This design comes from an exercise in tuning for small area on the open sky130 flow, not from production work. In this exercise RTL edits were held to simulation tests only and were not proved equivalent to the original. Power is estimated from default activity; no workload was simulated.

==> cedar: inputs <==
## transposed_filter
module transposed_filter(
  input signed [15:0] noisy_signal,
  input clk, rst,
  output signed [31:0] filtered_signal
  );
clock: 10.0 ns
lec_check: 0
cap_margin: 20
core_margin: 2
core_utilization: 40
slew_margin: 20
synth_hierarchical: 1
standard.sh (not shown) runs the stock make flow with config.mk's settings and CLKGATE_MAP_FILE= SYNTH_SCRIPT=/design/flow/synth_recipe.tcl, a recipe that flattens the netlist after the stock synthesis.
==> flow/flow/run.sh <==
#!/bin/bash
# Own flow: the standard layout (standard.sh, unchanged synthesis, floorplan,
# power grid, placement and routing), with two settings passed to ORFS:
#  - port buffers use the smallest buffer cell instead of the one buffer_ports picks;
#  - clock tree synthesis without dummy loads, clkbuf_4 buffers and clusters of up to 11 sinks.
set -euo pipefail
export BUFFER_PORTS_ARGS="-buffer_cell sky130_fd_sc_hd__buf_1"
export CTS_ARGS="-sink_clustering_enable -repair_clock_nets -dont_use_dummy_load -buf_list sky130_fd_sc_hd__clkbuf_4 -sink_clustering_size 11 -sink_clustering_max_diameter 40"
bash standard.sh > standard.log 2>&1
==> inputs of nickel, as changes to cedar <==
--- a/flow/design.v
+++ b/flow/design.v
@@ -1252,11 +1252,11 @@
   wire s1111, c1112;
   fa us1111 (.a(c1076), .b(c1078), .c(s433), .s(s1111), .co(c1112));
   wire s1113, c1114;
   fa us1113 (.a(~s1109), .b(c1080), .c(s1111), .s(s1113), .co(c1114));
   wire s1115, c1116;
-  ha us1115 (.a(s1113), .b(~s535), .s(s1115), .co(c1116));
+  fa us1115 (.a(s1113), .b(~s535), .c(c1082), .s(s1115), .co(c1116));
   wire s1117, c1118;
   fa us1117 (.a(d9[11]), .b(s59), .c(s715), .s(s1117), .co(c1118));
   wire s1119, c1120;
   fa us1119 (.a(s53), .b(s697), .c(c160), .s(s1119), .co(c1120));
   wire s1121, c1122;
@@ -1476,51 +1476,51 @@
   wire s1331, c1332;
   fa us1331 (.a(c1318), .b(s1329), .c(s673), .s(s1331), .co(c1332));
   wire s1333, c1334;
   fa us1333 (.a(c1320), .b(s1331), .c(s653), .s(s1333), .co(c1334));
   wire s1335, c1336;
-  ha us1335 (.a(s1333), .b(c1322), .s(s1335), .co(c1336));
+  fa us1335 (.a(s1333), .b(c1322), .c(~c1324), .s(s1335), .co(c1336));
   wire s1337, c1338;
   gxnor uxs1337 (.a(s735), .b(c1326), .y(s1337));
   gor uns1337 (.a(s735), .b(c1326), .y(c1338));
   wire s1339, c1340;
   fa us1339 (.a(s223), .b(s1337), .c(c1328), .s(s1339), .co(c1340));
   wire s1341, c1342;
   fa us1341 (.a(s1339), .b(c708), .c(c1330), .s(s1341), .co(c1342));
   wire s1343, c1344;
   fa us1343 (.a(s1341), .b(c674), .c(c1332), .s(s1343), .co(c1344));
   wire s1345, c1346;
-  fa us1345 (.a(s1343), .b(c1334), .c(c1336), .s(s1345), .co(c1346));
+  fa us1345 (.a(s1343), .b(~s661), .c(c1334), .s(s1345), .co(c1346));
   wire s1347, c1348;
   fa us1347 (.a(s737), .b(c224), .c(c1338), .s(s1347), .co(c1348));
   wire s1349, c1350;
   fa us1349 (.a(s1347), .b(c1340), .c(c1342), .s(s1349), .co(c1350));
   wire s1351, c1352;
   fa us1351 (.a(s1349), .b(s667), .c(c1344), .s(s1351), .co(c1352));
   wire s1353, c1354;
-  ha us1353 (.a(s1351), .b(~c662), .s(s1353), .co(c1354));
+  fa us1353 (.a(s1351), .b(~c662), .c(c1346), .s(s1353), .co(c1354));
   wire s1355, c1356;
   gxnor uxs1355 (.a(s739), .b(c1348), .y(s1355));
   gor uns1355 (.a(s739), .b(c1348), .y(c1356));
   wire s1357, c1358;
   fa us1357 (.a(s1355), .b(c1350), .c(~s671), .s(s1357), .co(c1358));
   wire s1359, c1360;
   ha us1359 (.a(s1357), .b(c1352), .s(s1359), .co(c1360));
   wire s1361, c1362;
   fa us1361 (.a(c740), .b(c1356), .c(c1358), .s(s1361), .co(c1362));
   wire s1363, c1364;
-  ha us1363 (.a(~s673), .b(s1361), .s(s1363), .co(c1364));
+  fa us1363 (.a(~s673), .b(s1361), .c(c1360), .s(s1363), .co(c1364));
   wire s1365, c1366;
-  ha us1365 (.a(~c674), .b(c1362), .s(s1365), .co(c1366));
+  fa us1365 (.a(~c674), .b(c1362), .c(c1364), .s(s1365), .co(c1366));
   wire s1367, c1368;
   ha us1367 (.a(ya[12]), .b(~yb[12]), .s(s1367), .co(c1368));
   wire s1369, c1370;
   fa us1369 (.a(ya[13]), .b(yb[13]), .c(~c1368), .s(s1369), .co(c1370));
   wire s1371, c1372;
   fa us1371 (.a(ya[14]), .b(~yb[14]), .c(c1370), .s(s1371), .co(c1372));
   wire s1373, c1374;
-  fa us1373 (.a(ya[15]), .b(yb[15]), .c(~c1372), .s(s1373), .co(c1374));
+  ha us1373 (.a(ya[15]), .b(~c1372), .s(s1373), .co(c1374));
   wire s1375, c1376;
   fa us1375 (.a(~ya[16]), .b(yb[16]), .c(c1374), .s(s1375), .co(c1376));
   wire s1377, c1378;
   fa us1377 (.a(ya[17]), .b(~yb[17]), .c(c1376), .s(s1377), .co(c1378));
   wire s1379, c1380;
@@ -1536,56 +1536,32 @@
   wire s1389, c1390;
   fa us1389 (.a(~ya[23]), .b(yb[23]), .c(c1388), .s(s1389), .co(c1390));
   wire s1391, c1392;
   fa us1391 (.a(ya[24]), .b(~yb[24]), .c(c1390), .s(s1391), .co(c1392));
   wire s1393, c1394;
-  fa us1393 (.a(~ya[25]), .b(yb[25]), .c(c1392), .s(s1393), .co(c1394));
+  ha us1393 (.a(ya[25]), .b(c1392), .s(s1393), .co(c1394));
   wire s1395, c1396;
-  ha us1395 (.a(~ya[26]), .b(yb[26]), .s(s1395), .co(c1396));
+  fa us1395 (.a(ya[26]), .b(yb[26]), .c(c1394), .s(s1395), .co(c1396));
   wire s1397, c1398;
-  fa us1397 (.a(ya[27]), .b(yb[27]), .c(c1396), .s(s1397), .co(c1398));
+  ha us1397 (.a(ya[27]), .b(c1396), .s(s1397), .co(c1398));
   wire s1399, c1400;
   fa us1399 (.a(ya[28]), .b(yb[28]), .c(c1398), .s(s1399), .co(c1400));
   wire s1401, c1402;
-  fa us1401 (.a(ya[29]), .b(yb[29]), .c(c1400), .s(s1401), .co(c1402));
+  ha us1401 (.a(ya[29]), .b(c1400), .s(s1401), .co(c1402));
   wire s1403, c1404;
-  fa us1403 (.a(ya[30]), .b(yb[30]), .c(c1402), .s(s1403), .co(c1404));
-  wire s1405, c1406;
-  gxnor uxs1405 (.a(yb[31]), .b(c1404), .y(s1405));
-  gor uns1405 (.a(yb[31]), .b(c1404), .y(c1406));
-  wire s1407, c1408;
-  gxor uxs1407 (.a(ya[26]), .b(yb[26]), .y(s1407));
-  gorb uns1407 (.an(ya[26]), .b(yb[26]), .y(c1408));
-  wire s1409, c1410;
-  fa us1409 (.a(ya[27]), .b(yb[27]), .c(c1408), .s(s1409), .co(c1410));
-  wire s1411, c1412;
-  fa us1411 (.a(ya[28]), .b(yb[28]), .c(c1410), .s(s1411), .co(c1412));
-  wire s1413, c1414;
-  fa us1413 (.a(ya[29]), .b(yb[29]), .c(c1412), .s(s1413), .co(c1414));
-  wire s1415, c1416;
-  fa us1415 (.a(ya[30]), .b(yb[30]), .c(c1414), .s(s1415), .co(c1416));
-  wire s1417, c1418;
-  gxnor uxs1417 (.a(yb[31]), .b(c1416), .y(s1417));
-  gor uns1417 (.a(yb[31]), .b(c1416), .y(c1418));
-  wire m1419;
-  mxi um1419 (.a(s1395), .b(s1407), .s(c1394), .y(m1419));
-  wire m1420;
-  mxi um1420 (.a(s1397), .b(s1409), .s(c1394), .y(m1420));
-  wire m1421;
-  mxi um1421 (.a(s1399), .b(s1411), .s(c1394), .y(m1421));
-  wire m1422;
-  mxi um1422 (.a(s1401), .b(s1413), .s(c1394), .y(m1422));
-  wire m1423;
-  mxi um1423 (.a(s1403), .b(s1415), .s(c1394), .y(m1423));
-  wire m1424;
-  mxi um1424 (.a(s1405), .b(s1417), .s(c1394), .y(m1424));
+  gxnor uxs1403 (.a(yb[31]), .b(ya[30]), .y(s1403));
+  gor uns1403 (.a(yb[31]), .b(ya[30]), .y(c1404));
+  wire m1405;
+  mxi um1405 (.a(ya[30]), .b(~ya[30]), .s(c1402), .y(m1405));
+  wire m1406;
+  mxi um1406 (.a(yb[31]), .b(~s1403), .s(c1402), .y(m1406));
   assign sum = {s979, s945, s913, s885, s857, s833, s809, s789, s773, s761, s751, s743};
-  assign suma = {1'b1, c1364, c1360, c1354, c1346, s661, c1324, c1312, s1309, c1278, c1258, c1234, c1206, s1205, c1150, s1145, c1082, c1048, c1014, c980};
-  assign sumb = {c1366, s1365, s1363, s1359, s1353, s1345, s1335, s1323, s1311, s1295, s1277, s1257, s1233, s1207, s1179, s1149, s1115, s1081, s1047, s1013};
+  assign suma = {1'b1, s1365, s1363, c1354, s1353, c1336, s1335, c1312, s1309, c1278, c1258, c1234, c1206, s1205, c1150, s1145, s1115, c1048, c1014, c980};
+  assign sumb = {c1366, 1'b0, 1'b0, s1359, 1'b0, s1345, 1'b0, s1323, s1311, s1295, s1277, s1257, s1233, s1207, s1179, s1149, 1'b0, s1081, s1047, s1013};
   gor ucl (.a(rst), .b(r1), .y(clr));
   gnor ucln (.a(rst), .b(r1), .y(clrn));
-  assign filtered_signal = {~clr & ~m1424, ~clr & ~m1423, ~clr & ~m1422, ~clr & ~m1421, ~clr & ~m1420, ~clr & ~m1419, ~clr & s1393, ~clr & s1391, ~clr & s1389, ~clr & s1387, ~clr & s1385, ~clr & s1383, ~clr & s1381, ~clr & s1379, ~clr & s1377, ~clr & s1375, ~clr & s1373, ~clr & ~s1371, ~clr & ~s1369, ~clr & s1367, ~clr & y[11], ~clr & y[10], ~clr & y[9], ~clr & y[8], ~clr & y[7], ~clr & y[6], ~clr & y[5], ~clr & y[4], ~clr & y[3], ~clr & y[2], ~clr & y[1], ~clr & y[0]};
+  assign filtered_signal = {~clr & m1406, ~clr & ~m1405, ~clr & s1401, ~clr & s1399, ~clr & s1397, ~clr & s1395, ~clr & s1393, ~clr & s1391, ~clr & s1389, ~clr & s1387, ~clr & s1385, ~clr & s1383, ~clr & s1381, ~clr & s1379, ~clr & s1377, ~clr & s1375, ~clr & s1373, ~clr & ~s1371, ~clr & ~s1369, ~clr & s1367, ~clr & y[11], ~clr & y[10], ~clr & y[9], ~clr & y[8], ~clr & y[7], ~clr & y[6], ~clr & y[5], ~clr & y[4], ~clr & y[3], ~clr & y[2], ~clr & y[1], ~clr & y[0]};
 endmodule
 module fa(input a, b, c, output s, co);
   assign s = a ^ b ^ c;
   assign co = (a & b) | (a & c) | (b & c);
 endmodule
==> flow/flow/run.sh (replaced) <==
#!/bin/bash
# Own flow: the standard layout (standard.sh, unchanged synthesis, floorplan,
# power grid, placement and routing), with two settings passed to ORFS:
#  - port buffers use the smallest buffer cell instead of the one buffer_ports picks;
#  - clock tree synthesis without dummy loads, clkbuf_4 buffers and clusters of up to 10 sinks.
set -euo pipefail
export BUFFER_PORTS_ARGS="-buffer_cell sky130_fd_sc_hd__buf_1"
export CTS_ARGS="-sink_clustering_enable -repair_clock_nets -dont_use_dummy_load -buf_list sky130_fd_sc_hd__clkbuf_4 -sink_clustering_size 10 -sink_clustering_max_diameter 40"
bash standard.sh > standard.log 2>&1
--- a/flow/config.mk
+++ b/flow/config.mk
@@ -5,8 +5,8 @@
 export SDC_FILE = /design/flow/constraint.sdc
 export NUM_CORES = 4
 export LEC_CHECK = 0
 export CAP_MARGIN = 20
 export CORE_MARGIN = 2
-export CORE_UTILIZATION = 40
+export CORE_UTILIZATION = 65
 export SLEW_MARGIN = 20
 export SYNTH_HIERARCHICAL = 1
==> inputs of garnet, as changes to cedar <==
==> flow/flow/run.sh (replaced) <==
#!/bin/bash
# Own flow: the standard layout (standard.sh, unchanged synthesis, floorplan,
# power grid, placement and routing), with two settings passed to ORFS:
#  - port buffers use the smallest buffer cell instead of the one buffer_ports picks;
#  - clock tree synthesis without dummy loads, clkbuf_4 buffers and clusters of up to 10 sinks.
set -euo pipefail
export BUFFER_PORTS_ARGS="-buffer_cell sky130_fd_sc_hd__buf_1"
export CTS_ARGS="-sink_clustering_enable -repair_clock_nets -dont_use_dummy_load -buf_list sky130_fd_sc_hd__clkbuf_4 -sink_clustering_size 10 -sink_clustering_max_diameter 40"
bash standard.sh > standard.log 2>&1
==> qor summary <==
metric                                                         nickel      garnet       cedar
Critical path fanouts, max                                          8           3           3
Die Wd                                                         189 µm      241 µm      241 µm
Reported sequential group power                               1.68 mW     1.71 mW     1.71 mW
Multi-input logic portion of the cell area                      63.5%       62.4%       62.5%
Met1 WL                                                      18800 µm    22000 µm    22000 µm
Non-clock inverter instance count of the final layout             162         160         160
Source of the worst register-to-register timing path            d9[0]       d5[0]       d5[0]
Number of flip-flops under the largest register name               19          20          20
CP startpoint                                                   d9[0]       d5[0]       d5[0]
Clock Pin Slew Worst Setup and Hold Paths                      110 ps      100 ps      110 ps
Initial standard-cell utilization of the core                   66.2%       40.6%       40.6%
Sequential cell count                                             335         340         340
Worst reg2reg setup slack                                      560 ps      670 ps      680 ps
Critical path required time                                  10630 ps    10620 ps    10620 ps
Via count of the first global-routing pass                      13228       13363       13336
Crit Reg-Reg Endpoint                                          ya[13]       ya[6]       ya[6]
Run status                           no timing/DRC/antenna violations  no timing/DRC/antenna violations  no timing/DRC/antenna violations
Count of non-filler cells in the finished layout                 2072        2387        2386
Synth Area in Adders                                            59.6%       59.4%       59.4%
Maximum cell stage delay along the critical path               590 ps      710 ps      710 ps
Time the final worst path needs with I/O delays and setup     9440 ps     9330 ps     9320 ps
M3 GR Usage                                                     4.45%       3.39%       3.58%
Routed len/inst                                               23.7 µm     21.5 µm     21.5 µm

==> re-timing with driven ports <==
The results above use ideal ports. As a check the final layouts listed here were re-extracted and re-timed, cells and wires unchanged.
Step 1 assumes that a clkbuf_16 drives the clock port and a buf_2 every other input.
Step 2 also shifts input and output timing later by t, the mid clock arrival at the registers, as if the neighbouring blocks saw the same clock.
Three values: no drivers, after step 1, after step 2; two values: the first two.
| run | shift t [ns] | setup WS [ns] | slew at the worst register clock pin (ns) |
|---|---|---|---|
| cedar | 0.809 | 0.679 / 0.679 / 0.679 | 0.12 / 0.12 |
| nickel | 0.817 | 0.562 / 0.562 / 0.562 | 0.11 / 0.11 |
| garnet | 0.809 | 0.671 / 0.671 / 0.671 | 0.11 / 0.11 |
After both steps every run listed still meets setup and hold.
